Source: an optimization exercise on an open RTL-to-GDS flow (aim: small area and a short achievable clock period). Production flows keep margins and buffers that such runs may drop. In this exercise RTL edits were held to simulation tests only and were not proved equivalent to the original. The clock port is modelled as an ideal driver, which makes a skipped or thinned clock tree look cheaper than it is; a real chip needs a root buffer or a tree. Power is estimated from default activity; no workload was simulated.

**design/flow/config.mk**
```make
export PLATFORM = sky130hd
export DESIGN_NAME = FIR
export DESIGN_NICKNAME = FIR
export VERILOG_FILES = /design/flow/design.v
export SDC_FILE = /design/flow/constraint.sdc
export NUM_CORES = 4
export LEC_CHECK = 0
export CAP_MARGIN = 20
export CORE_MARGIN = 2
export CORE_UTILIZATION = 65
export PLACE_DENSITY = 0.75
export SLEW_MARGIN = 20
```
**design/flow/constraint.sdc**
```tcl
create_clock -name core_clock -period 10.0 [get_ports {i_clk}]
set_input_delay 2.0000 -clock core_clock [delete_from_list [all_inputs] [get_ports {i_clk}]]
set_output_delay 2.0000 -clock core_clock [all_outputs]
set_load 0.01 [all_outputs]
```
**design/flow/design.v**
```verilog
`timescale 1ns / 1ps
module FIR
#(
parameter data_in = 16,
parameter no_tap = 10
)
(
    input i_clk,
    input signed [data_in-1:0] i_serial_in ,
    input i_data_wr,
    output signed [2*data_in-1:0] o_data_out ,
    output o_data_rdy,
    input i_reset
    );
    reg [15:0] r [0:8];
    reg [15:0] hold;
    reg [25:0] acc;          
    reg        c1, c2, c3;
    reg [25:0] out;
    reg        rdy;
    reg        wr;           
    reg        ld;           
    reg  [3:0] lab;          
    reg  [3:0] k;            
    reg        e0;           
    reg        e1;           
    reg        repl;         
    reg        fls;          
    reg        zap;          
    reg sA256, sA16, sAh, sAl, sB4n, sBh, sB1;
    integer i;
    wire       wr_n  = !i_reset && i_data_wr && !wr;
    wire       wrq   = i_data_wr && !wr;                   
    wire [3:0] lab1  = (lab == 4'd8) ? 4'd0 : lab + 4'd1;
    wire [3:0] lab2  = (lab == 4'd7) ? 4'd0 : (lab == 4'd8) ? 4'd1 : lab + 4'd2;
    wire [3:0] lab_n = wr ? lab2 : lab1;
    wire [3:0] k_n   = wr ? 4'd1 : (k == 4'd11 ? 4'd11 : k + 4'd1);
    wire       e0_n  = e0 && !wr;
    wire       e1_n  = wr ? e0 : e1;
    wire       rd_n  = (k_n != 4'd0) && (k_n <= 4'd9);    
    wire       rr_n  = rd_n && !e1_n;                      
    wire [3:0] age_n = (lab_n == 4'd0) ? 4'd9 : lab_n;     
    always @(posedge i_clk) begin
        wr   <= wr_n;
        ld   <= wr_n && !e0;
        rdy  <= !i_reset && wr;
        lab  <= i_reset ? 4'd0 : lab_n;
        k    <= k_n;
        e0   <= i_reset || e0_n;
        e1   <= i_reset || e1_n;
        repl <= (lab_n == 4'd0) && (k_n >= 4'd2) && (k_n <= 4'd10);
        zap  <= e1_n && (lab_n != 4'd0);
        fls  <= (k_n == 4'd10) && !wrq;
        sA256<= rr_n && (age_n == 4'd3 || age_n == 4'd5 || age_n == 4'd9);
        sB4n <= rr_n && (age_n == 4'd3 || age_n == 4'd4 || age_n == 4'd5 ||
                         age_n == 4'd6 || age_n == 4'd9);
        sA16 <= rr_n && (age_n == 4'd4 || age_n == 4'd6);
        sB1  <= rr_n && (age_n == 4'd7);
        sAl  <= rr_n && (age_n == 4'd2 || age_n == 4'd8);
        sAh  <= rd_n && !e0_n && (age_n == 4'd1);
        sBh  <= rd_n && !e0_n && (age_n == 4'd1);
    end
    always @(posedge i_clk) begin
        r[0] <= repl ? hold : (zap ? 16'd0 : r[8]);
        for (i = 1; i < 9; i = i + 1) r[i] <= r[i-1];
        if (wr) hold <= i_serial_in;
    end
    wire [15:0] x  = r[8];
    wire [15:0] fx = {~x[15], x[14:0]};                
    wire [15:0] gx = {x[15], ~x[14:0]};                
    wire [15:0] fl = {~r[7][15], r[7][14:0]};
    wire [15:0] fh = {~hold[15], hold[14:0]};
    wire [25:0] laneA = (sA256 ? {2'd0, fx, 8'd0}  : 26'd0)
                      | (sA16  ? {6'd0, fx, 4'd0}  : 26'd0)
                      | (sAh   ? {7'd0, fh, 3'd0}  : 26'd0)
                      | (sAl   ? {10'd0, fl}       : 26'd0);
    wire [25:0] laneB = (sB4n  ? {8'd0, gx, 2'd0}  : 26'd0)
                      | (sBh   ? {9'd0, fh, 1'd0}  : 26'd0)
                      | (sB1   ? {10'd0, fx}       : 26'd0);
    wire [25:0] cinit = e0 ? 26'h3fb0000 : 26'h25f8014;
    wire [25:0] a0 = wr ? cinit : acc;
    wire [25:0] ps = a0 ^ laneA ^ laneB;
    wire [25:0] pc = {(a0[24:0] & laneA[24:0]) | (a0[24:0] & laneB[24:0]) | (laneA[24:0] & laneB[24:0]), 1'b0};
    wire        b1 = &acc[12:7];
    wire        a2 = &acc[18:14];
    wire        d1 = fls && c1 && b1;
    wire        t2 = c2 && d1;                                    
    wire        d2 = fls && a2 && ((acc[13] && (c2 || (c1 && b1))) || (c2 && c1 && b1));
    wire        t3 = c3 && d2;
    wire [7:0]  s0 = {1'b0, ps[6:0]} + {1'b0, pc[6:0]};
    wire [7:0]  s1 = {1'b0, ps[12:7], 1'b1} + {1'b0, pc[12:7], c1};
    wire [7:0]  s2 = {1'b0, ps[18:13], 1'b1} + {1'b0, pc[18:15], pc[14] | t2, pc[13], c2 ^ d1};
    wire [7:0]  s3 = {ps[25:19], 1'b1} + {pc[25:21], pc[20] | t3, pc[19], c3 ^ d2};
    always @(posedge i_clk) begin
        acc <= {s3[7:1], s2[6:1], s1[6:1], s0[6:0]};
        c1  <= s0[7] && !wrq;
        c2  <= s1[7] && !fls && !wrq;
        c3  <= s2[7] && !fls && !wrq;
        if (i_reset) out <= 26'd0;
        else if (ld) out <= acc;
    end
    assign o_data_rdy = rdy;
    assign o_data_out = {{6{out[25]}}, out};
endmodule
```
**design/flow/flow/run.sh**
```bash
#!/bin/bash
# The standard layout (standard.sh: ORFS from synthesis to the routed
# layout, with the standard synthesis unchanged), with these changes to how
# the layout is made:
#  - repair_timing is asked to leave 7.2 ns of setup slack instead of 0, so it
#    keeps sizing the critical paths below the 10 ns clock;
#  - the port buffers that buffer_ports inserts are buf_2;
#  - clock tree synthesis uses a buf_16 root and buf_12 leaves in clusters of up to 25 registers,
#    inserts no dummy loads, and (flow/pre_cts.tcl) drives the leaf buffers
#    straight from the root buffer, without the H-tree level between them.
# Each tool's full output goes to ORFS's logs under orfs/logs; make's own
# output goes to make_finish.log in this folder.
set -euo pipefail
bash standard.sh SETUP_SLACK_MARGIN=7.2 \
  "BUFFER_PORTS_ARGS=-buffer_cell sky130_fd_sc_hd__buf_2" \
  "CTS_ARGS=-sink_clustering_enable -repair_clock_nets -dont_use_dummy_load -buf_list sky130_fd_sc_hd__buf_12 -root_buf sky130_fd_sc_hd__buf_16 -sink_clustering_size 25 -sink_clustering_max_diameter 70" \
  "PRE_CTS_TCL=$PWD/flow/pre_cts.tcl" \
  finish > make_finish.log 2>&1
```
**design/flow/flow/pre_cts.tcl**
```tcl
# Wraps clock_tree_synthesis. TritonCTS builds a root buffer, one or more
# H-tree levels and leaf buffers; this connects the leaf buffers straight to
# the root buffer's output and deletes the H-tree level buffers, so every
# register's clock passes through the same two buffers (root, leaf) and the
# whole tree has less delay. No register's clock is delayed.
rename clock_tree_synthesis my_cts_orig
proc clock_tree_synthesis {args} {
  my_cts_orig {*}$args
  set block [ord::get_db_block]
  set removed 0
  foreach inst [$block getInsts] {
    set name [$inst getName]
    if {![regexp {^clkbuf_[1-9][0-9]*_[0-9]+__f_} $name]} continue
    set in_net [[$inst findITerm A] getNet]
    set out_net [[$inst findITerm X] getNet]
    foreach it [$out_net getITerms] {
      if {[$it getInst] != $inst} { $it disconnect; $it connect $in_net }
    }
    odb::dbInst_destroy $inst
    odb::dbNet_destroy $out_net
    incr removed
  }
  puts "pre_cts.tcl: removed $removed H-tree level clock buffers"
}
```
**design/flow/standard.sh**
```bash
#!/bin/bash
# synth_recipe.tcl (not shown) runs the flow's synth.tcl, then flattens the netlist and writes it again
# the make line also repeats each setting of config.mk as NAME=value (left out here)
make -C /OpenROAD-flow-scripts/flow DESIGN_CONFIG=/design/flow/config.mk WORK_HOME=/design/flow/orfs CLKGATE_MAP_FILE= SYNTH_SCRIPT=/design/flow/synth_recipe.tcl "${@:-finish}"
```
==> impl_metrics.tcl, run 1 <==
set metrics [dict create \
    die-area_sq_um 13800 \
    critPathKind "flip-flop to primary output" \
    area_growth_pct 12.0 \
    fin_cells 945 \
    p_int_mw 1.63 \
    synth_edf_count 16 \
    netlist-cell-type-count 62 \
    synth_ff_type "dfxtp_1" \
    switching_share_pct 30.8 \
    yosys_warnings 2 \
    drv_cap 0 \
    critical_path.max_stage_delay_ps 380 \
    min-delay-start "r[4][4]$_DFF_P_" \
    outcome "no timing/DRC/antenna violations" \
    yosysTopAreaCell "dfxtp_1" \
    synth-seq-cells 237 \
    report.final.slew_viol_count 0 \
    crit_slowest_cell "dfxtp_4" \
    syn_nets 800 \
    worst_slew_pin_slew_ps 917 \
    netSwitchingPower_uw 724 \
    p_leak_nw 3.95 \
    drc_errors 0 \
    fill_cells 839 \
    hold_viol 0 \
    reg2regPathDepth 10 \
    drt-pass1-iter-count 6 \
    reg2reg_setup_slack_ps 7230 \
    critPathArrivalTime_ps 880 \
    path_buf_inv 1 \
    viasPerCell 5.59 \
    slew_headroom_pct 38.8 \
    num_rows 41 \
    grt_pass1_wl_mm 27.2 \
    grt_overflow 0 \
    dpl_worst_slack_ps 6780 \
    grt_setup_unrepaired "yes" \
    place_inst 914 \
    coreArea_sq_um 12600 \
    ys_async_sr_fraction_pct 0 \
    totalWireLength_mm 16.8 \
    syn-instance-count 723 \
    vias 5287 \
    grt_max_degree 36 \
    postRouteAntennaNets 0 \
    netlist_area_sq_um 8380 \
    dp_hpwl_mm 11.4 \
    period_minus_slack_ps 2880 \
    fmax_ghz 0.347 \
    power.density_nw_per_um2 251 \
    initial_core_util_pct 66.4 \
    required_ps 8000 \
    r2r_start "hold[4]$_DFFE_PP_" \
    setup_viol 0 \
    peakVddDrop_mv 0.185 \
    drt_iter0_markers 610 \
    cp_cell_sequence "buf_2" \
    routedWlPerCell_microns 17.8 \
    grt_pass1_vias 5211 \
    worstSkewPairLatency_ps 370 \
    synthTopCellsByArea "dfxtp_1 (53%), edfxtp_1 (5.7%), ha_1 (5.4%)" \
    die_x_microns 118 \
    finalPower_mw 2.35 \
    avgSynthCellArea_sq_um 11.6 \
    place.gp.congestion 0.825 \
    clock_power_share_pct 19.9 \
    crit_family "flip-flops" \
    die_y_microns 118 \
    cp_max_fo 8 \
    hold_buffers 0 \
    whs_path_depth 0 \
    io_pins 52 \
    cts_sinks 237 \
    r2r_end "acc[11]$_DFF_P_" \
    hp-class "flip-flop to flip-flop" \
    comb_power_share_pct 24.9 \
    numPortBuffers 51 \
    setup_tns_ps 0 \
    endpoint_kind "primary output" \
    num_antenna_cells 0 \
    worstHoldEndpoint "r[5][4]$_DFF_P_" \
    yosysTopAreaCellShare_pct 52.8 \
    sequentialPowerShare_pct 55.2 \
    fin_skew_ps 50.2 \
    period_share_pct 28.8 \
    ys_seq_area_share_pct 58.6 \
    clk_pin_slew_worst_paths_ps 100 \
    final_core_util_pct 74.3 \
    setup_ws_ps 7120 \
    startpoint_type "flip-flop" \
    nets 852 \
    antenna_found_initial 0 \
    grt.total_usage_pct 25.3 \
    drive_gt1_share_pct 19.5 \
]
stage by stage:
stage          instance area (sq um)  hold WS (ps)
2_1_floorplan                   8390           310
3_3_place_gp                    8700           310
3_5_place_dp                    8700           312
4_1_cts                         9260           269
5_1_grt                         9380           280
6_report                        9380           270
repair_timing:
item                                    4_1_cts  5_1_grt
endpoints found under the setup margin       45       42
pin swaps                                     2       12
resized for setup                            61       18
setup buffers                                12        7
layer usage:
metal	wire, microns	part of all wire (%)	vias up	global-route usage [%]
met2	7960	47	177	40.2
li1	-	-	2525	-
met4	288	1.7	0	7.76
met3	810	4.8	21	4.65
met1	7770	46	2564	35.8
met5	0	0	-	0
how the worst max path moves through the flow:
stage / start / to / slack [ps] / cells after the start
2_1_floorplan: wr$_DFF_P_ / acc[6]$_DFF_P_ / 7180 / 12
3_3_place_gp: sBh$_DFF_P_ / acc[18]$_DFF_P_ / 6870 / 10
3_5_place_dp: sBh$_DFF_P_ / acc[18]$_DFF_P_ / 6780 / 10
4_1_cts: out[25]$_SDFFE_PP0P_ / o_data_out[27] / 7110 / 1
5_1_grt: out[25]$_SDFFE_PP0P_ / o_data_out[28] / 7080 / 1
6_report: out[25]$_SDFFE_PP0P_ / o_data_out[30] / 7120 / 1
layout by cell type, fill, tap and decap left out, types with 16 or more instances in the layout:
master    count
o21ai_0      24
ha_1         35
dfxtp_2      29
edfxtp_1     16
inv_1        46
a22oi_1      16
dfxtp_1     186
mux2i_1      26
a21oi_1      17
xnor2_1      17
fa_1         20
nor2_1       49
buf_6        28
buf_2        25
nor2b_1      16
buf_4        17
nand2_1      44
registers in the layout, indices dropped and copies added (netlist names), 4 cells and up:
| register | flops |
|---|---|
| k | 4 |
| lab | 4 |
| hold | 16 |
| out | 26 |
| acc | 26 |
| r | 144 |
Yosys cell counts, drive strengths merged, types with 2 or more instances:
cell type	number
o21a	6
a22oi	16
nand2b	14
a22o	6
nor2b	17
o21ai	30
o21bai	5
a21o	9
ha	36
a21boi	2
fa	22
nor4	2
a211oi	2
o31ai	7
a221oi	3
xor2	4
o211ai	3
nand4	3
a222oi	11
nor3	5
a31oi	2
a21oi	21
clkbuf	20
or2	8
buf	13
dfxtp	221
and3b	2
mux2i	27
nor4b	2
nand3	6
nand2	47
and2	9
edfxtp	16
and3	3
nor2	49
xnor2	17
inv	49
power groups by stage:
stage	combinational [mW]	sequential [mW]	clock [mW]
3_5_place_dp	0.546	1.32	0
5_1_grt	0.663	1.32	0.509
4_1_cts	0.562	1.30	0.476
2_1_floorplan	0.460	1.25	0
6_report	0.585	1.30	0.469
3_3_place_gp	0.525	1.31	0
area by class of cell:
cell class | count | area (sq um) | area share, %
clock buffer | 12 | 248 | 2.64
inverter | 49 | 189 | 2.01
multi-input combinational | 404 | 3170 | 33.8
sequential | 237 | 4960 | 52.9
tap | 172 | 215 | 2.29
timing repair buffer | 71 | 588 | 6.27
kinds of logic (layout without fill, tap and decap cells):
logic type | Yosys count | after routing | synth area share, %
fa+ha+maj | 58 | 58 | 10.6
buf+inv | 82 | 132 | 4.09
simple gates | 170 | 170 | 10.2
compound gates | 128 | 128 | 11.0
xor+xnor | 21 | 21 | 2.20
mux | 27 | 27 | 3.38
flops | 237 | 237 | 58.6
==> inputs of run 2 (changes only) <==
--- a/design/flow/flow/run.sh
+++ b/design/flow/flow/run.sh
@@ -4,3 +4,3 @@
 # the layout is made:
-#  - repair_timing is asked to leave 7.2 ns of setup slack instead of 0, so it
+#  - repair_timing is asked to leave 7.15 ns of setup slack instead of 0, so it
 #    keeps sizing the critical paths below the 10 ns clock;
@@ -13,3 +13,3 @@
 set -euo pipefail
-bash standard.sh SETUP_SLACK_MARGIN=7.2 \
+bash standard.sh SETUP_SLACK_MARGIN=7.15 \
   "BUFFER_PORTS_ARGS=-buffer_cell sky130_fd_sc_hd__buf_2" \
==> impl_metrics.tcl, run 2 <==
set metrics [dict create \
    outcome "no timing/DRC/antenna violations" \
    netlist_area_sq_um 8380 \
    grt_pass1_vias 5116 \
    nets 841 \
    p_leak_nw 3.88 \
    area_growth_pct 9.84 \
    drt-pass1-iter-count 5 \
    vias 5185 \
    cp_cell_sequence "buf_2" \
    met2_length_mm 7.65 \
    wl_met3_microns 831 \
    syn_nets 800 \
    critPathArrivalTime_ps 880 \
    ys_seq_area_share_pct 58.6 \
    viasPerCell 5.55 \
    critPathKind "flip-flop to primary output" \
    final_common_cell "dfxtp_1" \
    required_ps 8000 \
    netlist-cell-type-count 62 \
    worstSkewPairLatency_ps 370 \
    fin_skew_ps 49.6 \
    fill_cells 868 \
    fmax_ghz 0.348 \
    ys_async_sr_fraction_pct 0 \
    cp_max_fo 8 \
    hold_viol 0 \
    setup_viol 0 \
    routedLengthMet1_mm 7.73 \
    slew_headroom_pct 38.4 \
    cts_sinks 237 \
    place.gp.congestion 0.825 \
    largest_reg_flops 144 \
    endpoint_kind "primary output" \
    die-area_sq_um 13800 \
    dp_hpwl_mm 11.4 \
    yosys.cell_count.top_type "dfxtp_1" \
    postRouteAntennaNets 0 \
    crit_slowest_cell "dfxtp_4" \
    finalPower_mw 2.34 \
    period_minus_slack_ps 2880 \
    drt_iter0_markers 530 \
    peakVddDrop_mv 0.185 \
    die_y_microns 118 \
    grt_overflow 0 \
    num_rows 41 \
    drc_errors 0 \
    yosysTopAreaCellShare_pct 52.8 \
    drive_gt1_share_pct 17.7 \
    crit_family "flip-flops" \
    avgSynthCellArea_sq_um 11.6 \
    grt_setup_unrepaired "yes" \
    startpoint "out[25]$_SDFFE_PP0P_" \
    mostFrequentLayoutCells "dfxtp_1 (187), nor2_1 (49), inv_1 (46), nand2_1 (44)" \
    initial_core_util_pct 66.4 \
    grt.total_usage_pct 24.8 \
    min-delay-start "r[4][4]$_DFF_P_" \
    clk_pin_slew_worst_paths_ps 90 \
    startpoint_type "flip-flop" \
    drv_cap 0 \
    r2r_start "hold[4]$_DFFE_PP_" \
    synth-seq-cells 237 \
    worst_slew_pin_slew_ps 923 \
    syn-instance-count 723 \
    power.density_nw_per_um2 254 \
    coreArea_sq_um 12600 \
    setup_tns_ps 0 \
    period_share_pct 28.8 \
    yosys_warnings 2 \
    hp-class "flip-flop to flip-flop" \
    synthTopCellsByArea "dfxtp_1 (53%), edfxtp_1 (5.7%), ha_1 (5.4%)" \
    io_pins 52 \
    path_buf_inv 1 \
    die_x_microns 118 \
    critical_path.max_stage_delay_ps 380 \
    synth_edf_count 16 \
    grt_pass1_wl_mm 26.6 \
    r2r_end "c2$_DFF_P_" \
    highest_layer "met4" \
    grt_max_degree 36 \
    antenna_found_initial 0 \
    reg2reg_setup_slack_ps 7270 \
    hold_buffers 0 \
    synth_ff_type "dfxtp_1" \
    routedWlPerCell_microns 17.7 \
    numPortBuffers 51 \
    largest-register "r" \
    yosysTopAreaCell "dfxtp_1" \
    whs_path_depth 0 \
    num_antenna_cells 0 \
    worstHoldEndpoint "r[5][4]$_DFF_P_" \
    totalWireLength_mm 16.5 \
    reg2regPathDepth 10 \
    synth_common_cells "dfxtp_1 (221), nor2_1 (49), inv_1 (47), nand2_1 (45), ha_1 (36)" \
    report.final.slew_viol_count 0 \
    top_regs "r: 144 flops, acc: 26 flops, out: 26 flops" \
]
## run 2: per-stage QoR
stage | hold slack (ps) | std cells | worst slack (ps) | util, % | cell area [sq um]
3_3_place_gp | 310 | 914 | 6870 | 68.9 | 8700
2_1_floorplan | 310 | 723 | 7180 | - | 8390
5_1_grt | 280 | 934 | 7080 | 72.9 | 9200
3_5_place_dp | 312 | 914 | 6780 | 68.9 | 8700
4_1_cts | 269 | 928 | 7110 | 71.3 | 8990
6_report | 270 | 934 | 7120 | 72.9 | 9200
## run 2: cell families (layout without fill, tap and decap cells)
group | Yosys count | in the layout | synth area share (%)
adder cells (fa/ha/maj) | 58 | 58 | 10.6
XOR/XNOR | 21 | 21 | 2.20
buffers and inverters | 82 | 121 | 4.09
AND/OR/NAND/NOR | 170 | 170 | 10.2
flip-flops | 237 | 237 | 58.6
multiplexers | 27 | 27 | 3.38
AO/OA/AOI/OAI | 128 | 128 | 11.0
## run 2: final cells by class
cell class	count	area, sq um	area share [%]
inverter	49	189	2.05
multi-input combinational	404	3150	34.3
clock buffer	12	248	2.69
sequential	237	4960	53.9
tap	172	215	2.34
timing repair buffer	60	437	4.75
## run 2: layer usage
| metal | up-vias | GRT usage [%] |
|---|---|---|
| met5 | - | 0 |
| met4 | 0 | 7.83 |
| met3 | 27 | 4.70 |
| met2 | 159 | 38.8 |
| met1 | 2492 | 35.3 |
| li1 | 2507 | - |
## run 2: what timing repair did
item,in CTS,in global routing
resized for setup,15,47
buffers inserted,2,6
pin swaps,1,5
setup endpoints to repair,27,41
## run 2: power breakdown
part	total, mW	internal [mW]	switching [mW]	leakage [nW]
Clock	0.467	0.193	0.275	0.116
Combinational	0.572	0.264	0.307	1.79
Sequential	1.30	1.16	0.134	1.97
## run 2: worst max-delay path by stage
| stage | to | cells past startpoint |
|---|---|---|
| 2_1_floorplan | acc[6]$_DFF_P_ | 12 |
| 3_3_place_gp | acc[18]$_DFF_P_ | 10 |
| 3_5_place_dp | acc[18]$_DFF_P_ | 10 |
| 4_1_cts | o_data_out[27] | 1 |
| 5_1_grt | o_data_out[28] | 1 |
| 6_report | o_data_out[30] | 1 |
==> inputs of run 3 (changes only) <==
--- a/design/flow/flow/run.sh
+++ b/design/flow/flow/run.sh
@@ -4,3 +4,3 @@
 # the layout is made:
-#  - repair_timing is asked to leave 7.15 ns of setup slack instead of 0, so it
+#  - repair_timing is asked to leave 7.1 ns of setup slack instead of 0, so it
 #    keeps sizing the critical paths below the 10 ns clock;
@@ -13,3 +13,3 @@
 set -euo pipefail
-bash standard.sh SETUP_SLACK_MARGIN=7.15 \
+bash standard.sh SETUP_SLACK_MARGIN=7.1 \
   "BUFFER_PORTS_ARGS=-buffer_cell sky130_fd_sc_hd__buf_2" \
--- a/design/flow/config.mk
+++ b/design/flow/config.mk
@@ -9,4 +9,4 @@
 export CORE_MARGIN = 2
-export CORE_UTILIZATION = 65
-export PLACE_DENSITY = 0.75
+export CORE_UTILIZATION = 60
+export PLACE_DENSITY = 0.7
 export SLEW_MARGIN = 20
==> impl_metrics.tcl, run 3 <==
set metrics [dict create \
    outcome "no timing/DRC/antenna violations" \
    fill_cells 1040 \
    synth_common_cells "dfxtp_1 (221), nor2_1 (49), inv_1 (47), nand2_1 (45), ha_1 (36)" \
    drt_iter0_markers 381 \
    hold_buffers 0 \
    grt.met3_usage_pct 6.41 \
    critPathArrivalTime_ps 920 \
    crit_slowest_cell "dfxtp_4" \
    drv_cap 0 \
    die-area_sq_um 14900 \
    finalPower_mw 2.34 \
    use_met2_pct 37.4 \
    grt.total_usage_pct 23.9 \
    dp_hpwl_mm 11.9 \
    fin_area_sq_um 9070 \
    r2r_start "sAl$_DFF_P_" \
    period_minus_slack_ps 2920 \
    io_pins 52 \
    drive_gt1_share_pct 14.2 \
    grt_util_met1_pct 32.9 \
    critical_path.max_stage_delay_ps 430 \
    vias 5128 \
    area_growth_pct 8.34 \
    synthTopCellsByArea "dfxtp_1 (53%), edfxtp_1 (5.7%), ha_1 (5.4%)" \
    min-delay-start "r[3][3]$_DFF_P_" \
    syn_nets 800 \
    place.gp.congestion 0.849 \
    peakVddDrop_mv 0.170 \
    required_ps 8000 \
    synth_ff_type "dfxtp_1" \
    sequentialPowerShare_pct 55.7 \
    clk_pin_slew_worst_paths_ps 100 \
    crit_family "flip-flops" \
    cp_max_fo 8 \
    startpoint_type "flip-flop" \
    switching_share_pct 30.9 \
    power.density_nw_per_um2 258 \
    busiest_layer "met2" \
    period_share_pct 29.2 \
    setup_viol 0 \
    slew_headroom_pct 43.0 \
    grt_pass1_wl_mm 26.4 \
    fin_cells 935 \
    worst_slew_pin_slew_ps 853 \
    final_common_cell "dfxtp_1" \
    drc_errors 0 \
    numPortBuffers 51 \
    coreArea_sq_um 13800 \
    fin_skew_ps 51.6 \
    worstSkewPairLatency_ps 370 \
    drt-pass1-iter-count 7 \
    path_buf_inv 1 \
    report.final.slew_viol_count 0 \
    netlist-cell-type-count 62 \
    netlist_area_sq_um 8380 \
    endpoint_kind "primary output" \
    totalWireLength_mm 16.7 \
    yosys.cell_count.top_type "dfxtp_1" \
    clock_power_share_pct 20.0 \
    grt_overflow 0 \
    final_core_util_pct 65.9 \
    hp-class "flip-flop to flip-flop" \
    postRouteAntennaNets 0 \
    comb_power_share_pct 24.3 \
    syn-instance-count 723 \
    setup_tns_ps 0 \
    antenna_found_initial 0 \
    synth_edf_count 16 \
    p_int_mw 1.62 \
    die_y_microns 122 \
    grt_setup_unrepaired "yes" \
    largest-register "r" \
    yosysTopAreaCell "dfxtp_1" \
    avgSynthCellArea_sq_um 11.6 \
    initial_core_util_pct 60.8 \
    yosys_warnings 2 \
    startpoint "out[25]$_SDFFE_PP0P_" \
    grt_max_degree 38 \
    synth-seq-cells 237 \
    fmax_ghz 0.343 \
    p_leak_nw 3.83 \
    critPathKind "flip-flop to primary output" \
    viasPerCell 5.48 \
    num_antenna_cells 0 \
    cts_sinks 237 \
    routedWlPerCell_microns 17.8 \
    mostFrequentLayoutCells "dfxtp_1 (207), nor2_1 (49), inv_1 (47), nand2_1 (44), buf_2 (44)" \
    num_rows 43 \
    largest_reg_flops 144 \
    place_area_sq_um 8710 \
    grt_pass1_vias 5021 \
    netSwitchingPower_uw 723 \
    ys_async_sr_fraction_pct 0 \
    hold_viol 0 \
    ys_seq_area_share_pct 58.6 \
    cp_cell_sequence "buf_6" \
    nets 834 \
    yosysTopAreaCellShare_pct 52.8 \
    top_regs "r: 144 flops, acc: 26 flops, out: 26 flops" \
    place_inst 923 \
    die_x_microns 122 \
]
-- run 3: layout make-up --
cell class	count	area, sq um	share of cell area [%]
inverters	49	186	2.05
clock buffers	12	248	2.73
repair buffers	53	327	3.60
multi-input cells	404	3150	34.7
well taps	180	225	2.48
flip-flops and latches	237	4930	54.4
-- run 3: per-stage QoR --
step                worst slack (ps)  hold slack (ps)
floorplan                       7090              310
global placement                6830              310
detailed placement              6780              312
CTS                             7060              265
global route                    7030              269
finish                          7080              265
-- run 3: worst paths after layout --
path | endpoint | slack [ps] | cells after the start
worst max-delay path | o_data_out[27] | 7080 | 1
worst min-delay path | r[4][3]$_DFF_P_ | 260 | 0
worst max register to register | acc[18]$_DFF_P_ | 7210 | 10
worst min register to register | r[4][3]$_DFF_P_ | 260 | 0
-- run 3: kinds of logic (layout without fill, tap and decap cells) --
group | Yosys count | after routing | share of synthesized area [%]
compound gates | 128 | 128 | 11.0
xor+xnor | 21 | 21 | 2.20
fa+ha+maj | 58 | 58 | 10.6
buf+inv | 82 | 114 | 4.09
flops | 237 | 237 | 58.6
mux | 27 | 27 | 3.38
simple gates | 170 | 170 | 10.2
-- run 3: what timing repair did --
action	in CTS	in global routing
gates resized for setup	14	22
buffers inserted	0	0
pin swaps	0	4
endpoints found under the setup margin	22	21
-- run 3: power by group through the flow --
| stage | sequential, mW | combinational (mW) | clock (mW) |
|---|---|---|---|
| after floorplan | 1.25 | 0.460 | 0 |
| after global placement | 1.31 | 0.539 | 0 |
| after detailed placement | 1.32 | 0.553 | 0 |
| after CTS | 1.30 | 0.562 | 0.483 |
| after global routing | 1.33 | 0.648 | 0.513 |
| final | 1.30 | 0.569 | 0.469 |
-- run 3: per-layer routing --
layer,up-vias,share of wire (%)
met1,2455,47
li1,2494,-
met2,154,46
met5,-,0
met3,25,5.2
met4,0,1.7
==> inputs of run 4 (changes only) <==
--- a/design/flow/config.mk
+++ b/design/flow/config.mk
@@ -9,4 +9,4 @@
 export CORE_MARGIN = 2
-export CORE_UTILIZATION = 60
-export PLACE_DENSITY = 0.7
+export CORE_UTILIZATION = 70
+export PLACE_DENSITY = 0.8
 export SLEW_MARGIN = 20
==> impl_metrics.tcl, run 4 <==
set metrics [dict create \
    critical_path.max_stage_delay_ps 380 \
    die-area_sq_um 12900 \
    largest-register "r" \
    outcome "no timing/DRC/antenna violations" \
    coreArea_sq_um 11600 \
    grt_pass1_vias 4998 \
    power.density_nw_per_um2 260 \
    setup_tns_ps 0 \
    synthTopCellsByArea "dfxtp_1 (53%), edfxtp_1 (5.7%), ha_1 (5.4%)" \
    final_common_cell "dfxtp_1" \
    period_share_pct 28.6 \
    fin_skew_ps 31.1 \
    report.final.slew_viol_count 0 \
    required_ps 8000 \
    crit_slowest_cell "dfxtp_4" \
    drv_cap 0 \
    die_x_microns 113 \
    grt_pass1_wl_mm 25.8 \
    worstHoldEndpoint "r[7][0]$_DFF_P_" \
    drt_iter0_markers 711 \
    top_regs "r: 144 flops, acc: 26 flops, out: 26 flops" \
    setup_viol 0 \
    place_area_sq_um 8670 \
    mostFrequentLayoutCells "dfxtp_1 (213), buf_2 (51), nor2_1 (49), inv_1 (47), nand2_1 (45)" \
    netSwitchingPower_uw 712 \
    routedWlPerCell_microns 18.1 \
    die_y_microns 113 \
    path_buf_inv 1 \
    antenna_found_initial 1 \
    netlist-cell-type-count 62 \
    period_minus_slack_ps 2860 \
    avgSynthCellArea_sq_um 11.6 \
    comb_power_share_pct 24.4 \
    initial_core_util_pct 72.4 \
    worstSkewPairLatency_ps 360 \
    critPathKind "flip-flop to primary output" \
    r2r_end "acc[11]$_DFF_P_" \
    sequentialPowerShare_pct 55.7 \
    ys_async_sr_fraction_pct 0 \
    clk_pin_slew_worst_paths_ps 80 \
    setup_ws_ps 7140 \
    cp_cell_sequence "buf_2" \
    fin_cells 900 \
    numPortBuffers 51 \
    drt-pass1-iter-count 9 \
    worst_slew_pin_slew_ps 976 \
    viasPerCell 5.81 \
    place_inst 886 \
    synth_ff_type "dfxtp_1" \
    yosysTopAreaCellShare_pct 52.8 \
    grt_overflow 0 \
    grt.total_usage_pct 26.4 \
    io_pins 52 \
    r2r_start "r[8][5]$_DFF_P_" \
    fin_area_sq_um 8960 \
    min-delay-start "r[6][0]$_DFF_P_" \
    yosys.cell_count.top_type "dfxtp_1" \
    area_growth_pct 6.99 \
    startpoint_type "flip-flop" \
    p_int_mw 1.62 \
    cts_sinks 237 \
    place.gp.congestion 0.913 \
    syn_nets 800 \
    postRouteAntennaNets 0 \
    critPathArrivalTime_ps 860 \
    num_antenna_cells 0 \
    yosysTopAreaCell "dfxtp_1" \
    grt_setup_unrepaired "yes" \
    vias 5225 \
    peakVddDrop_mv 0.236 \
    reg2regPathDepth 11 \
    ys_seq_area_share_pct 58.6 \
    syn-instance-count 723 \
    hold_buffers 0 \
    num_rows 39 \
    whs_path_depth 0 \
    endpoint_kind "primary output" \
    switching_share_pct 30.6 \
    hold_slack_ps 324 \
    netlist_area_sq_um 8380 \
    synth-seq-cells 237 \
    hold_viol 0 \
    crit_family "flip-flops" \
    clock_power_share_pct 19.9 \
    finalPower_mw 2.33 \
    p_leak_nw 3.82 \
    dp_hpwl_mm 11.6 \
    synth_edf_count 16 \
    reg2reg_setup_slack_ps 7230 \
    dpl_worst_slack_ps 6840 \
    largest_reg_flops 144 \
    synth_common_cells "dfxtp_1 (221), nor2_1 (49), inv_1 (47), nand2_1 (45), ha_1 (36)" \
    totalWireLength_mm 16.3 \
    grt_max_degree 36 \
    drive_gt1_share_pct 13.1 \
    drc_errors 0 \
    slew_headroom_pct 34.8 \
    yosys_warnings 2 \
    nets 836 \
    hp-class "flip-flop to flip-flop" \
    final_core_util_pct 77.5 \
    fmax_ghz 0.349 \
    cp_max_fo 8 \
]
[run 4: layout make-up]
class | count | area [sq um]
Tap cell | 143 | 179
Clock buffer | 12 | 248
Inverter | 49 | 184
Sequential cell | 237 | 4920
Fill cell | 769 | 2600
Timing Repair Buffer | 55 | 293
Multi-Input combinational cell | 404 | 3140
[run 4: logic make-up after synthesis]
family / after synthesis / synth area share [%]
xor+xnor: 21 / 2.20
simple gates: 170 / 10.2
buf+inv: 82 / 4.09
compound gates: 128 / 11.0
fa+ha+maj: 58 / 10.6
flops: 237 / 58.6
mux: 27 / 3.38
[run 4: metal layers]
metal	track usage [%]	routed length, microns
met3	5.74	1100
met1	37.1	7390
met5	0	0
met2	41.1	7460
met4	9.35	366
[run 4: power by group through the flow]
stage | Sequential (mW) | Combinational (mW) | Clock [mW]
3_3_place_gp | 1.30 | 0.526 | 0
2_1_floorplan | 1.25 | 0.460 | 0
6_report | 1.30 | 0.568 | 0.464
4_1_cts | 1.30 | 0.561 | 0.474
5_1_grt | 1.32 | 0.645 | 0.498
3_5_place_dp | 1.31 | 0.550 | 0
[run 4: what timing repair did]
item,in CTS,in global routing
setup endpoints to repair,16,9
resized for setup,7,7
buffers inserted,0,2
pin swaps,0,4
[run 4: worst reg2reg max path: stages, from the launching register on]
cell	delay, ps
dfxtp_2	370
inv_1	90
a222oi_1	490
fa_1	490
inv_1	120
ha_1	240
a21o_1	190
a21oi_2	160
nor2b_1	60
o21a_1	180
o21ai_1	160
o21a_1	160
[run 4: worst max-delay path by stage]
| stage | slack [ps] | cells past startpoint | startpoint | to |
|---|---|---|---|---|
| 6_report | 7140 | 1 | out[25]$_SDFFE_PP0P_ | o_data_out[30] |
| 5_1_grt | 7070 | 10 | wr$_DFF_P_ | acc[18]$_DFF_P_ |
| 4_1_cts | 7110 | 10 | sA16$_DFF_P_ | acc[18]$_DFF_P_ |
| 3_5_place_dp | 6840 | 10 | sBh$_DFF_P_ | acc[18]$_DFF_P_ |
| 3_3_place_gp | 6930 | 10 | sBh$_DFF_P_ | acc[18]$_DFF_P_ |
| 2_1_floorplan | 7090 | 12 | wr$_DFF_P_ | acc[6]$_DFF_P_ |
==> inputs of run 5 (changes only) <==
--- a/design/flow/config.mk
+++ b/design/flow/config.mk
@@ -9,4 +9,4 @@
 export CORE_MARGIN = 2
-export CORE_UTILIZATION = 70
-export PLACE_DENSITY = 0.8
+export CORE_UTILIZATION = 65
+export PLACE_DENSITY = 0.75
 export SLEW_MARGIN = 20
==> impl_metrics.tcl, run 5 <==
set metrics [dict create \
    hp-class "flip-flop to flip-flop" \
    setup_viol 0 \
    r2r_start "sAl$_DFF_P_" \
    crit_slowest_cell "dfxtp_1" \
    numPortBuffers 51 \
    outcome "no timing/DRC/antenna violations" \
    reg2reg_setup_slack_ps 7230 \
    cp_cell_sequence "buf_2" \
    drc_errors 0 \
    synth_ff_type "dfxtp_1" \
    syn_nets 800 \
    yosys_warnings 2 \
    top_regs "r: 144 flops, acc: 26 flops, out: 26 flops" \
    worst-path-stages 1 \
    period_share_pct 28.5 \
    synth-seq-cells 237 \
    cp_max_fo 2 \
    drive_gt1_share_pct 13.3 \
    vias 5165 \
    grt_setup_unrepaired "yes" \
    switching_share_pct 30.6 \
    drv_cap 0 \
    netlist_area_sq_um 8380 \
    place.gp.congestion 0.898 \
    synth_common_cells "dfxtp_1 (221), nor2_1 (49), inv_1 (47), nand2_1 (45), ha_1 (36)" \
    r2r_end "acc[18]$_DFF_P_" \
    path_buf_inv 1 \
    avgSynthCellArea_sq_um 11.6 \
    place_area_sq_um 8700 \
    finalPower_mw 2.33 \
    setup_tns_ps 0 \
    yosysTopAreaCell "dfxtp_1" \
    syn-instance-count 723 \
    report.final.slew_viol_count 0 \
    critPathArrivalTime_ps 850 \
    ys_seq_area_share_pct 58.6 \
    synth_edf_count 16 \
    largest-register "r" \
    startpoint_type "flip-flop" \
    clock_power_share_pct 20.2 \
    drt-pass1-iter-count 7 \
    coreArea_sq_um 12600 \
    grt_overflow 0 \
    startpoint "out[2]$_SDFFE_PP0P_" \
    dp_hpwl_mm 11.7 \
    hold_buffers 0 \
    period_minus_slack_ps 2850 \
    nets 836 \
    grt_pass1_wl_mm 26.1 \
    mostFrequentLayoutCells "dfxtp_1 (211), buf_2 (51), nor2_1 (49), inv_1 (47), nand2_1 (44)" \
    drt_iter0_markers 641 \
    cts_sinks 237 \
    final_common_cell "dfxtp_1" \
    final_core_util_pct 71.3 \
    netSwitchingPower_uw 712 \
    viasPerCell 5.56 \
    grt_max_degree 36 \
    io_pins 52 \
    antenna_found_initial 0 \
    reg2regPathDepth 10 \
    crit_family "flip-flops" \
    endpoint_kind "primary output" \
    grt.total_usage_pct 24.3 \
    num_antenna_cells 0 \
    totalWireLength_mm 16.0 \
    peakVddDrop_mv 0.184 \
    p_int_mw 1.62 \
    netlist-cell-type-count 62 \
    routedWlPerCell_microns 17.2 \
    worst_slew_pin_slew_ps 969 \
    clk_pin_slew_worst_paths_ps 90 \
    comb_power_share_pct 24.1 \
    hold_viol 0 \
    slew_headroom_pct 35.3 \
    postRouteAntennaNets 0 \
    grt_pass1_vias 4992 \
    synthTopCellsByArea "dfxtp_1 (53%), edfxtp_1 (5.7%), ha_1 (5.4%)" \
    die-area_sq_um 13800 \
    die_x_microns 118 \
    area_growth_pct 7.48 \
    critPathCapture "o_data_out[2]" \
    largest_reg_flops 144 \
    initial_core_util_pct 66.4 \
    sequentialPowerShare_pct 55.7 \
    num_rows 41 \
    required_ps 8000 \
    fmax_ghz 0.351 \
    fin_area_sq_um 9000 \
    yosysTopAreaCellShare_pct 52.8 \
    p_leak_nw 3.82 \
    yosys.cell_count.top_type "dfxtp_1" \
    power.density_nw_per_um2 259 \
    critPathKind "flip-flop to primary output" \
    fin_skew_ps 26.7 \
    ys_async_sr_fraction_pct 0 \
    die_y_microns 118 \
    critical_path.max_stage_delay_ps 350 \
    worstSkewPairLatency_ps 370 \
]
-- run 5: cell counts after synthesis --
Identical to the previous run, type by type.
-- run 5: logic make-up after synthesis --
kind of cell / count (synthesis) / share of synthesized area, %
adders and majority gates: 58 / 10.6
AOI/OAI and AO/OA: 128 / 11.0
xor gates and xnor gates: 21 / 2.20
buffers and inverters: 82 / 4.09
muxes: 27 / 3.38
and+or+nand+nor: 170 / 10.2
DFF: 237 / 58.6
-- run 5: final cells by class --
class | count | area [sq um]
Sequential cell | 237 | 4920
Fill cell | 932 | 3620
Multi-Input combinational cell | 404 | 3130
Timing Repair Buffer | 55 | 297
Clock buffer | 12 | 248
Tap cell | 172 | 215
Inverter | 49 | 184
-- run 5: metrics by stage --
stage          worst slack, ps  hold slack (ps)  cells
3_5_place_dp              6850              312    915
5_1_grt                   7080              317    929
4_1_cts                   7070              311    927
3_3_place_gp              6910              309    915
6_report                  7150              310    929
2_1_floorplan             7090              310    723
-- run 5: worst min-delay path by stage --
stage	start	endpoint	slack [ps]	cells after the start
2_1_floorplan	r[0][0]$_DFF_P_	r[1][0]$_DFF_P_	310	0
3_3_place_gp	r[4][7]$_DFF_P_	r[5][7]$_DFF_P_	310	0
5_1_grt	r[4][5]$_DFF_P_	r[5][5]$_DFF_P_	320	0
3_5_place_dp	r[2][5]$_DFF_P_	r[3][5]$_DFF_P_	310	0
6_report	r[4][5]$_DFF_P_	r[5][5]$_DFF_P_	310	0
4_1_cts	r[4][5]$_DFF_P_	r[5][5]$_DFF_P_	310	0
-- run 5: power groups by stage --
| stage | logic, mW | clock network (mW) | registers (mW) |
|---|---|---|---|
| final | 0.561 | 0.469 | 1.30 |
| after global routing | 0.632 | 0.516 | 1.32 |
| after CTS | 0.555 | 0.480 | 1.30 |
| after detailed placement | 0.548 | 0 | 1.31 |
| after global placement | 0.534 | 0 | 1.31 |
| after floorplan | 0.460 | 0 | 1.25 |
-- run 5: routing by layer --
metal	GRT usage [%]	vias up	share of wire, %
li1	-	2507	-
met1	34.5	2454	48
met2	37.6	175	45
met3	5.09	29	5.3
met4	7.83	0	2.2
met5	0	-	0
-- run 5: what timing repair did --
action	in CTS	in global routing
pin swaps	0	2
buffers inserted	0	2
endpoints found under the hold margin	0	0
cloned	0	0
gates resized for setup	5	11
setup endpoints to repair	18	19
==> inputs of run 6 (changes only) <==
--- a/design/flow/design.v
+++ b/design/flow/design.v
@@ -21,3 +21,3 @@
     reg        wr;           
-    reg        ld;           
+    wire       ld;           
     reg  [3:0] lab;          
@@ -44,3 +44,2 @@
         wr   <= wr_n;
-        ld   <= wr_n && !e0;
         rdy  <= !i_reset && wr;
@@ -62,2 +61,3 @@
     end
+    assign ld = wr && !e0;
     always @(posedge i_clk) begin
==> impl_metrics.tcl, run 6 <==
set metrics [dict create \
    postRouteAntennaNets 0 \
    power.density_nw_per_um2 262 \
    switching_share_pct 30.1 \
    report.final.slew_viol_count 0 \
    fill_cells 927 \
    final_common_cell "dfxtp_1" \
    drv_cap 0 \
    cts_sinks 236 \
    fin_cells 951 \
    peakVddDrop_mv 0.197 \
    critPathArrivalTime_ps 880 \
    antenna_found_initial 0 \
    numPortBuffers 51 \
    drt_iter0_markers 642 \
    period_minus_slack_ps 2880 \
    p_int_mw 1.64 \
    grt_pass1_wl_mm 25.3 \
    period_share_pct 28.8 \
    hold_viol 0 \
    hp-class "flip-flop to flip-flop" \
    coreArea_sq_um 12500 \
    place_inst 937 \
    grt_setup_unrepaired "yes" \
    required_ps 8000 \
    endpoint_kind "primary output" \
    drt-pass1-iter-count 6 \
    largest-register "r" \
    hold_buffers 0 \
    die-area_sq_um 13600 \
    synthTopCellsByArea "dfxtp_1 (53%), edfxtp_1 (5.8%), ha_1 (5.4%)" \
    die_y_microns 117 \
    crit_family "flip-flops" \
    netlist_area_sq_um 8270 \
    viasPerCell 5.46 \
    comb_power_share_pct 23.2 \
    cp_cell_sequence "buf_2" \
    yosysTopAreaCellShare_pct 53.2 \
    netlist-cell-type-count 60 \
    path_buf_inv 1 \
    num_rows 41 \
    yosys_warnings 2 \
    critical_path.max_stage_delay_ps 380 \
    clk_pin_slew_worst_paths_ps 100 \
    sequentialPowerShare_pct 57.2 \
    synth_ff_type "dfxtp_1" \
    cp_max_fo 8 \
    grt_pass1_vias 5050 \
    num_antenna_cells 0 \
    ys_seq_area_share_pct 59.0 \
    io_pins 52 \
    setup_tns_ps 0 \
    largest_reg_flops 144 \
    fin_skew_ps 41.8 \
    synth_edf_count 16 \
    syn_nets 821 \
    hold_slack_ps 276 \
    crit_slowest_cell "dfxtp_4" \
    netSwitchingPower_uw 705 \
    initial_core_util_pct 66.1 \
    mostFrequentLayoutCells "dfxtp_1 (210), nand2_1 (97), buf_2 (51), inv_1 (47), a21oi_1 (44)" \
    synth_common_cells "dfxtp_1 (220), nand2_1 (97), inv_1 (48), a21oi_1 (47), ha_1 (36)" \
    outcome "no timing/DRC/antenna violations" \
    dp_hpwl_mm 11.2 \
    slew_headroom_pct 37.8 \
    grt.total_usage_pct 24.7 \
    worst_slew_pin_slew_ps 931 \
    top_regs "r: 144 flops, acc: 26 flops, out: 26 flops" \
    place.gp.congestion 0.861 \
    avgSynthCellArea_sq_um 11.1 \
    startpoint_type "flip-flop" \
    vias 5194 \
    synth-seq-cells 236 \
    syn-instance-count 744 \
    yosysTopAreaCell "dfxtp_1" \
    setup_viol 0 \
    grt_max_degree 35 \
    final_core_util_pct 71.4 \
    critPathKind "flip-flop to primary output" \
    yosys.cell_count.top_type "dfxtp_1" \
    p_leak_nw 3.79 \
    drive_gt1_share_pct 13.4 \
    drc_errors 0 \
    nets 858 \
    grt_overflow 0 \
    clock_power_share_pct 19.7 \
    ys_async_sr_fraction_pct 0 \
    fmax_ghz 0.348 \
    area_growth_pct 8.00 \
    worstSkewPairLatency_ps 370 \
    routedWlPerCell_microns 16.4 \
    totalWireLength_mm 15.6 \
    die_x_microns 117 \
]
[run 6: kinds of logic after synthesis]
group,share of synthesized area (%)
AO/OA/AOI/OAI,12.7
XOR/XNOR,2.33
adder cells (fa/ha/maj),10.8
buffers and inverters,4.16
flip-flops,59.0
multiplexers,0.166
AND/OR/NAND/NOR,10.8
[run 6: what timing repair did]
| action | in CTS | in global routing |
|---|---|---|
| pin swaps | 4 | 4 |
| setup buffers | 1 | 1 |
| endpoints found under the setup margin | 15 | 19 |
| gates resized for setup | 9 | 12 |
[run 6: worst reg2reg max path: stages (launching register included)]
cell and delay, ps:
dfxtp_1 430, a222oi_1 540, fa_1 510, inv_1 120
ha_1 240, a21o_1 170, a21oi_2 190, nor2b_1 80
o21a_1 180, o21ai_1 160, o21a_1 160
[run 6: cell type report]
type | instances | area (sq um) | area share (%)
well taps | 172 | 215 | 2.41
multi-input cells | 426 | 3070 | 34.3
inverters | 50 | 188 | 2.10
repair buffers | 55 | 313 | 3.50
flip-flops and latches | 236 | 4900 | 54.9
clock buffers | 12 | 248 | 2.77
[run 6: power by group through the flow]
stage / logic, mW / clock network (mW) / registers [mW]
floorplan: 0.433 / 0 / 1.29
CTS: 0.533 / 0.477 / 1.34
finish: 0.543 / 0.461 / 1.34
global route: 0.618 / 0.510 / 1.36
detailed placement: 0.522 / 0 / 1.36
global placement: 0.495 / 0 / 1.35
[run 6: final timing paths]
| path | from | endpoint | cells after the start | slack, ps |
|---|---|---|---|---|
| max | out[25]$_SDFFE_PP0P_ | o_data_out[31] | 1 | 7120 |
| min | r[3][3]$_DFF_P_ | r[4][3]$_DFF_P_ | 0 | 280 |
| max reg2reg | sB4n$_DFF_P_ | acc[17]$_DFF_P_ | 10 | 7180 |
| min reg2reg | r[3][3]$_DFF_P_ | r[4][3]$_DFF_P_ | 0 | 280 |
[run 6: stage by stage]
stage / cell area, sq um / setup slack, ps / total power, mW
after detailed placement: 8610 / 6960 / 1.88
after global routing: 8930 / 7060 / 2.49
after floorplan: 8280 / 7150 / 1.72
after CTS: 8890 / 7090 / 2.35
after global placement: 8610 / 7060 / 1.84
final: 8930 / 7120 / 2.34
[run 6: per-layer routing]
metal  GRT usage, %  routed length, microns  vias to the layer above
met2           38.1                    7150                      161
met3           6.69                     783                       22
met1           34.3                    7380                     2446
li1               -                       -                     2565
met4           8.24                     251                        0
met5              0                       0                        -
==> inputs of run 7 (changes only) <==
--- a/design/flow/config.mk
+++ b/design/flow/config.mk
@@ -9,4 +9,4 @@
 export CORE_MARGIN = 2
-export CORE_UTILIZATION = 65
-export PLACE_DENSITY = 0.75
+export CORE_UTILIZATION = 70
+export PLACE_DENSITY = 0.8
 export SLEW_MARGIN = 20
==> impl_metrics.tcl, run 7 <==
set metrics [dict create \
    outcome "no timing/DRC/antenna violations" \
    setup_tns_ps 0 \
    critPathArrivalTime_ps 850 \
    startpoint_type "flip-flop" \
    place.gp.congestion 0.894 \
    vias 5384 \
    grt_setup_unrepaired "yes" \
    worstHoldEndpoint "r[6][9]$_DFF_P_" \
    peakVddDrop_mv 0.218 \
    synth_ff_type "dfxtp_1" \
    fill_cells 709 \
    cts_sinks 236 \
    ys_seq_area_share_pct 59.0 \
    hold_buffers 0 \
    yosys.cell_count.top_type "dfxtp_1" \
    initial_core_util_pct 72.1 \
    final_common_cell "dfxtp_1" \
    coreArea_sq_um 11500 \
    power.density_nw_per_um2 265 \
    syn-instance-count 744 \
    drv_cap 0 \
    r2r_start "hold[1]$_DFFE_PP_" \
    viasPerCell 5.85 \
    routedWlPerCell_microns 18.2 \
    numPortBuffers 51 \
    crit_family "flip-flops" \
    synth-seq-cells 236 \
    synth_common_cells "dfxtp_1 (220), nand2_1 (97), inv_1 (48), a21oi_1 (47), ha_1 (36)" \
    required_ps 8000 \
    yosysTopAreaCell "dfxtp_1" \
    hold_viol 0 \
    yosys_warnings 2 \
    r2r_end "acc[6]$_DFF_P_" \
    endpoint_kind "primary output" \
    min-delay-start "r[5][9]$_DFF_P_" \
    synthTopCellsByArea "dfxtp_1 (53%), edfxtp_1 (5.8%), ha_1 (5.4%)" \
    period_minus_slack_ps 2850 \
    avgSynthCellArea_sq_um 11.1 \
    crit_slowest_cell "dfxtp_4" \
    drive_gt1_share_pct 12.5 \
    drt-pass1-iter-count 6 \
    die_x_microns 113 \
    report.final.slew_viol_count 0 \
    p_leak_nw 3.77 \
    whs_path_depth 0 \
    grt_pass1_wl_mm 27.1 \
    critPathKind "flip-flop to primary output" \
    fmax_ghz 0.350 \
    critical_path.max_stage_delay_ps 380 \
    fin_skew_ps 13.4 \
    syn_nets 821 \
    path_buf_inv 1 \
    worstSkewPairLatency_ps 360 \
    totalWireLength_mm 16.8 \
    cp_max_fo 8 \
    netlist-cell-type-count 60 \
    mostFrequentLayoutCells "dfxtp_1 (213), nand2_1 (97), buf_2 (51), inv_1 (48), a21oi_1 (45)" \
    largest-register "r" \
    grt_pass1_vias 5381 \
    num_rows 39 \
    nets 857 \
    reg2reg_setup_slack_ps 7220 \
    postRouteAntennaNets 0 \
    num_antenna_cells 0 \
    startpoint "out[25]$_SDFFE_PP0P_" \
    grt_max_degree 35 \
    drc_errors 0 \
    drt_iter0_markers 803 \
    final_core_util_pct 77.3 \
    yosysTopAreaCellShare_pct 53.2 \
    cp_cell_sequence "buf_2" \
    grt_overflow 0 \
    reg2regPathDepth 9 \
    period_share_pct 28.5 \
    area_growth_pct 7.18 \
    hp-class "flip-flop to flip-flop" \
    setup_viol 0 \
    worst_slew_pin_slew_ps 979 \
    die-area_sq_um 12700 \
    grt.total_usage_pct 27.5 \
    largest_reg_flops 144 \
    io_pins 52 \
    synth_edf_count 16 \
    netlist_area_sq_um 8270 \
    ys_async_sr_fraction_pct 0 \
    die_y_microns 113 \
    top_regs "r: 144 flops, acc: 26 flops, out: 26 flops" \
    clk_pin_slew_worst_paths_ps 90 \
    dp_hpwl_mm 11.2 \
    slew_headroom_pct 34.6 \
    antenna_found_initial 0 \
]
## run 7: cell counts after synthesis
Identical to the previous run, type by type.
## run 7: what timing repair did
action                     4_1_cts  5_1_grt
setup buffers                    1        2
gates resized for setup          7        9
gates cloned                     0        0
pin swaps                        0        3
setup endpoints to repair       18        7
## run 7: per-stage QoR
step	power, mW	hold slack, ps	cells	worst slack, ps	instance area, sq um
6_report	2.35	329	921	7150	8870
5_1_grt	2.47	332	921	7090	8870
4_1_cts	2.34	330	919	7120	8820
3_5_place_dp	1.88	312	907	6760	8560
3_3_place_gp	1.84	310	907	6940	8560
2_1_floorplan	1.72	310	744	7150	8280
## run 7: logic make-up (layout without fill, tap and decap cells)
group	Yosys count	in the layout	share of synthesized area, %
flops	236	236	59.0
mux	1	1	0.166
buf+inv	82	116	4.16
xor+xnor	22	22	2.33
simple gates	188	188	10.8
compound gates	157	157	12.7
fa+ha+maj	58	58	10.8
## run 7: final cells by class
type                            count  area [sq um]  area share (%)
Clock buffer                       11           228            2.57
Inverter                           50           190            2.14
Multi-Input combinational cell    426          3060            34.5
Sequential cell                   236          4910            55.3
Tap cell                          143           179            2.02
Timing Repair Buffer               55           309            3.49
## run 7: routing by layer
layer  GRT usage, %  vias to the layer above  part of all wire (%)
met1           36.4                     2565                    45
met2           46.0                      210                    47
met5              0                        -                     0
met3           4.87                       45                   5.6
li1               -                     2564                     -
met4           9.59                        0                   2.4
## run 7: power by group
part	leakage (nW)	internal, mW	switching, mW
clock	0.107	0.178	0.271
sequential	1.95	1.20	0.152
combinational	1.71	0.248	0.302
## run 7: worst max-delay path by stage
stage	end	cells after the start	slack, ps
after floorplan	acc[6]$_DFF_P_	12	7150
after global placement	c3$_DFF_P_	11	6940
after detailed placement	c3$_DFF_P_	11	6760
after CTS	o_data_out[26]	1	7120
after global routing	acc[11]$_DFF_P_	11	7090
final	o_data_out[25]	1	7150
==> inputs of run 8 (changes only) <==
--- a/design/flow/flow/run.sh
+++ b/design/flow/flow/run.sh
@@ -4,3 +4,3 @@
 # the layout is made:
-#  - repair_timing is asked to leave 7.1 ns of setup slack instead of 0, so it
+#  - repair_timing is asked to leave 7.05 ns of setup slack instead of 0, so it
 #    keeps sizing the critical paths below the 10 ns clock;
@@ -13,3 +13,3 @@
 set -euo pipefail
-bash standard.sh SETUP_SLACK_MARGIN=7.1 \
+bash standard.sh SETUP_SLACK_MARGIN=7.05 \
   "BUFFER_PORTS_ARGS=-buffer_cell sky130_fd_sc_hd__buf_2" \
==> impl_metrics.tcl, run 8 <==
set metrics [dict create \
    yosys.cell_count.top_type "dfxtp_1" \
    grt_pass1_wl_mm 27.1 \
    yosys_warnings 2 \
    largest_reg_flops 144 \
    synth_common_cells "dfxtp_1 (220), nand2_1 (97), inv_1 (48), a21oi_1 (47), ha_1 (36)" \
    path_buf_inv 1 \
    setup_viol 0 \
    hold_buffers 0 \
    synth_edf_count 16 \
    mostFrequentLayoutCells "dfxtp_1 (213), nand2_1 (97), buf_2 (51), inv_1 (48), a21oi_1 (46)" \
    ys_async_sr_fraction_pct 0 \
    final_common_cell "dfxtp_1" \
    synth-seq-cells 236 \
    syn_nets 821 \
    largest-register "r" \
    clk_pin_slew_worst_paths_ps 100 \
    synthTopCellsByArea "dfxtp_1 (53%), edfxtp_1 (5.8%), ha_1 (5.4%)" \
    crit_family "flip-flops" \
    fin_cells 919 \
    grt_pass1_vias 5381 \
    postRouteAntennaNets 0 \
    period_share_pct 28.6 \
    routedWlPerCell_microns 17.9 \
    vias 5325 \
    die_x_microns 113 \
    critPathArrivalTime_ps 860 \
    synth_ff_type "dfxtp_1" \
    drv_cap 0 \
    cp_cell_sequence "buf_2" \
    report.final.slew_viol_count 0 \
    worstSkewPairLatency_ps 360 \
    period_minus_slack_ps 2860 \
    area_growth_pct 6.70 \
    grt.total_usage_pct 27.5 \
    hold_viol 0 \
    io_pins 52 \
    grt_setup_unrepaired "no" \
    totalWireLength_mm 16.5 \
    power.density_nw_per_um2 265 \
    netlist_area_sq_um 8270 \
    critical_path.max_stage_delay_ps 370 \
    dpl_worst_slack_ps 6760 \
    yosysTopAreaCell "dfxtp_1" \
    crit_slowest_cell "dfxtp_2" \
    seq_area_sq_um 4900 \
    coreArea_sq_um 11500 \
    slew_headroom_pct 36.5 \
    yosysTopAreaCellShare_pct 53.2 \
    setup_ws_ps 7140 \
    required_ps 8000 \
    critPathKind "flip-flop to primary output" \
    place.gp.congestion 0.894 \
    grt_max_degree 35 \
    dp_hpwl_mm 11.2 \
    place_inst 907 \
    syn-instance-count 744 \
    setup_tns_ps 0 \
    die_y_microns 113 \
    initial_core_util_pct 72.1 \
    hp-class "flip-flop to flip-flop" \
    outcome "no timing/DRC/antenna violations" \
    peakVddDrop_mv 0.218 \
    netlist-cell-type-count 60 \
    cts_sinks 236 \
    avgSynthCellArea_sq_um 11.1 \
    numPortBuffers 51 \
    top_regs "r: 144 flops, acc: 26 flops, out: 26 flops" \
    p_leak_nw 3.75 \
    cp_max_fo 8 \
    finalPower_mw 2.34 \
    drive_gt1_share_pct 12.1 \
    endpoint_kind "primary output" \
    drt-pass1-iter-count 9 \
    fmax_ghz 0.350 \
    antenna_found_initial 0 \
    fin_skew_ps 18.1 \
    fill_cells 716 \
    viasPerCell 5.79 \
    num_rows 39 \
    startpoint_type "flip-flop" \
    drt_iter0_markers 738 \
    hold_slack_ps 322 \
    drc_errors 0 \
    nets 855 \
    worst_slew_pin_slew_ps 951 \
    grt_overflow 0 \
    num_antenna_cells 0 \
    multi_input_area_sq_um 3050 \
    die-area_sq_um 12700 \
    ys_seq_area_share_pct 59.0 \
]
==> run 8: area by class of cell <==
| class | count | area share [%] |
|---|---|---|
| Timing Repair Buffer | 53 | 3.20 |
| Clock buffer | 11 | 2.58 |
| Tap cell | 143 | 2.03 |
| Multi-Input combinational cell | 426 | 34.6 |
| Inverter | 50 | 2.13 |
| Sequential cell | 236 | 55.5 |
==> run 8: worst reg2reg max path, stage by stage, from the launching register on <==
cell and delay, ps:
dfxtp_4 470, inv_2 240, nand2_1 120, fa_1 540, inv_1 70, fa_1 450
a21o_1 200, a21oi_1 220, o21bai_1 90, a21oi_1 200, xnor2_1 150
==> run 8: kinds of logic after synthesis <==
group | after synthesis | share of synthesized area (%)
fa+ha+maj | 58 | 10.8
simple gates | 188 | 10.8
xor+xnor | 22 | 2.33
mux | 1 | 0.166
compound gates | 157 | 12.7
buf+inv | 82 | 4.16
flops | 236 | 59.0
==> run 8: final timing paths <==
kind                        startpoint                to  slack, ps  cells after the start
setup / recovery  out[25]$_SDFFE_PP0P_    o_data_out[26]       7140                      1
setup reg to reg            wr$_DFF_P_   acc[18]$_DFF_P_       7200                     10
hold / removal        r[2][15]$_DFF_P_  r[3][15]$_DFF_P_        320                      0
hold reg to reg       r[2][15]$_DFF_P_  r[3][15]$_DFF_P_        320                      0
==> run 8: metrics by stage <==
stage	cell area (sq um)	util [%]
6_report	8830	77.0
5_1_grt	8830	77.0
4_1_cts	8820	76.9
3_5_place_dp	8560	74.7
3_3_place_gp	8560	74.7
2_1_floorplan	8280	-
==> run 8: what timing repair did <==
action                     in CTS  in global routing
setup buffers                   1                  0
cloned                          0                  0
setup endpoints to repair       9                 14
gates resized for setup         5                  6
pin swaps                       0                  1
==> run 8: report_power, final <==
part	leakage, nW	switching [mW]	internal, mW
logic	1.69	0.298	0.246
clock network	0.107	0.270	0.178
registers	1.95	0.153	1.20
total	3.75	0.721	1.62
==> run 8: metal layers <==
layer  wire, microns  track usage [%]
met5               0                0
met2            7900             46.0
met4             292             9.59
met3             888             4.87
met1            7410             36.4
==> inputs of run 9 (changes only) <==
--- a/design/flow/flow/run.sh
+++ b/design/flow/flow/run.sh
@@ -4,3 +4,3 @@
 # the layout is made:
-#  - repair_timing is asked to leave 7.05 ns of setup slack instead of 0, so it
+#  - repair_timing is asked to leave 7.15 ns of setup slack instead of 0, so it
 #    keeps sizing the critical paths below the 10 ns clock;
@@ -13,3 +13,3 @@
 set -euo pipefail
-bash standard.sh SETUP_SLACK_MARGIN=7.05 \
+bash standard.sh SETUP_SLACK_MARGIN=7.15 \
   "BUFFER_PORTS_ARGS=-buffer_cell sky130_fd_sc_hd__buf_2" \
==> impl_metrics.tcl, run 9 <==
set metrics [dict create \
    worst_slew_pin_slew_ps 937 \
    place.gp.congestion 0.887 \
    grt_pass1_vias 5282 \
    synth_ff_type "dfxtp_1" \
    sequentialPowerShare_pct 56.4 \
    yosysTopAreaCellShare_pct 53.2 \
    startpoint_type "flip-flop" \
    drt-pass1-iter-count 8 \
    synth_edf_count 16 \
    p_leak_nw 3.86 \
    coreArea_sq_um 11500 \
    path_buf_inv 1 \
    critPathKind "flip-flop to primary output" \
    postRouteAntennaNets 0 \
    worstSkewPairLatency_ps 360 \
    fill_cells 713 \
    io_pins 52 \
    grt_overflow 0 \
    endpoint_kind "primary output" \
    num_antenna_cells 0 \
    area_growth_pct 9.91 \
    cp_max_fo 8 \
    numPortBuffers 51 \
    fin_skew_ps 20.5 \
    required_ps 8000 \
    netlist_area_sq_um 8270 \
    fmax_ghz 0.349 \
    synth_common_cells "dfxtp_1 (220), nand2_1 (97), inv_1 (48), a21oi_1 (47), ha_1 (36)" \
    grt.total_usage_pct 27.3 \
    period_minus_slack_ps 2870 \
    drive_gt1_share_pct 17.5 \
    grt_max_degree 35 \
    ys_async_sr_fraction_pct 0 \
    cp_cell_sequence "buf_2" \
    drc_errors 0 \
    grt_setup_unrepaired "yes" \
    synthTopCellsByArea "dfxtp_1 (53%), edfxtp_1 (5.8%), ha_1 (5.4%)" \
    routedWlPerCell_microns 18.0 \
    netSwitchingPower_uw 726 \
    yosysTopAreaCell "dfxtp_1" \
    dp_hpwl_mm 11.3 \
    num_rows 39 \
    cts_sinks 236 \
    viasPerCell 5.79 \
    final_common_cell "dfxtp_1" \
    clock_power_share_pct 19.6 \
    critical_path.max_stage_delay_ps 380 \
    switching_share_pct 30.5 \
    antenna_found_initial 0 \
    syn-instance-count 744 \
    yosys.cell_count.top_type "dfxtp_1" \
    slew_headroom_pct 37.4 \
    syn_nets 821 \
    largest-register "r" \
    p_int_mw 1.65 \
    hold_viol 0 \
    largest_reg_flops 144 \
    hold_buffers 0 \
    period_share_pct 28.7 \
    nets 868 \
    critPathArrivalTime_ps 870 \
    setup_tns_ps 0 \
    die_x_microns 113 \
    die-area_sq_um 12700 \
    drt_iter0_markers 611 \
    yosys_warnings 2 \
    comb_power_share_pct 24.0 \
    report.final.slew_viol_count 0 \
    ys_seq_area_share_pct 59.0 \
    initial_core_util_pct 72.1 \
    clk_pin_slew_worst_paths_ps 80 \
    crit_slowest_cell "dfxtp_4" \
    peakVddDrop_mv 0.221 \
    power.density_nw_per_um2 262 \
    die_y_microns 113 \
    outcome "no timing/DRC/antenna violations" \
    setup_viol 0 \
    drv_cap 0 \
    hold_slack_ps 329 \
    totalWireLength_mm 16.7 \
    crit_family "flip-flops" \
    netlist-cell-type-count 60 \
    avgSynthCellArea_sq_um 11.1 \
    synth-seq-cells 236 \
    mostFrequentLayoutCells "dfxtp_1 (192), nand2_1 (96), inv_1 (47), buf_2 (44), a21oi_1 (43)" \
    grt_pass1_wl_mm 26.9 \
    top_regs "r: 144 flops, acc: 26 flops, out: 26 flops" \
    vias 5392 \
    hp-class "flip-flop to flip-flop" \
]
==> run 9: cell count changes in the layout (fill, tap and decap cells not counted), sizes merged <==
| cell | delta |
|---|---|
| buf | +12 |
| clkbuf | +1 |
==> run 9: routing by layer <==
| layer | vias up | track usage, % | wire length (microns) |
|---|---|---|---|
| li1 | 2599 | - | - |
| met3 | 26 | 5.57 | 949 |
| met2 | 211 | 44.7 | 7970 |
| met4 | 0 | 8.54 | 314 |
| met5 | - | 0 | 0 |
| met1 | 2556 | 37.1 | 7500 |
==> run 9: per-stage QoR <==
step / power [mW] / utilization, % / instances / area (sq um) / setup slack [ps]
CTS: 2.36 / 77.3 / 921 / 8860 / 7120
finish: 2.38 / 79.3 / 932 / 9090 / 7130
global placement: 1.84 / 74.7 / 908 / 8570 / 7070
detailed placement: 1.88 / 74.7 / 908 / 8570 / 6900
global route: 2.52 / 79.3 / 932 / 9090 / 7090
floorplan: 1.72 / - / 744 / 8280 / 7180
==> run 9: kinds of logic (layout without fill, tap and decap cells) <==
| family | after synthesis | in the layout | share of synthesized area (%) |
|---|---|---|---|
| DFF | 236 | 236 | 59.0 |
| and+or+nand+nor | 188 | 188 | 10.8 |
| xor gates and xnor gates | 22 | 22 | 2.33 |
| AOI/OAI and AO/OA | 157 | 157 | 12.7 |
| muxes | 1 | 1 | 0.166 |
| buffers and inverters | 82 | 127 | 4.16 |
| adders and majority gates | 58 | 58 | 10.8 |
==> run 9: power groups by stage <==
stage	clock (mW)	combinational (mW)	sequential, mW
6_report	0.466	0.572	1.34
5_1_grt	0.507	0.647	1.37
4_1_cts	0.476	0.540	1.34
3_5_place_dp	0	0.525	1.36
3_3_place_gp	0	0.493	1.34
2_1_floorplan	0	0.433	1.29
==> run 9: final cells by class <==
| class | count | area [sq um] | area share, % |
|---|---|---|---|
| Inverter | 50 | 188 | 2.06 |
| Tap cell | 143 | 179 | 1.97 |
| Clock buffer | 12 | 248 | 2.72 |
| Multi-Input combinational cell | 426 | 3090 | 34.0 |
| Sequential cell | 236 | 4930 | 54.2 |
| Timing Repair Buffer | 65 | 454 | 5.00 |
==> run 9: repair_timing <==
| action | CTS | global route |
|---|---|---|
| resized for setup | 15 | 39 |
| setup buffers | 1 | 10 |
| pin swaps | 3 | 13 |
| endpoints found under the setup margin | 22 | 34 |
| cloned | 0 | 1 |
==> run 9: worst paths after layout <==
| check | endpoint | depth (start not counted) | slack [ps] | startpoint |
|---|---|---|---|---|
| setup / recovery | o_data_out[31] | 1 | 7130 | out[25]$_SDFFE_PP0P_ |
| hold / removal | r[6][15]$_DFF_P_ | 0 | 330 | r[5][15]$_DFF_P_ |
| setup reg to reg | acc[11]$_DFF_P_ | 10 | 7160 | hold[4]$_DFFE_PP_ |
| hold reg to reg | r[6][15]$_DFF_P_ | 0 | 330 | r[5][15]$_DFF_P_ |

Setup slack of run 9, layout unchanged: 7.131 ns with ideal ports, 7.085 ns with driving cells assumed (clock clkbuf_16, inputs buf_2), 7.157 ns with port delays also shifted by the 0.400 ns mid clock arrival.
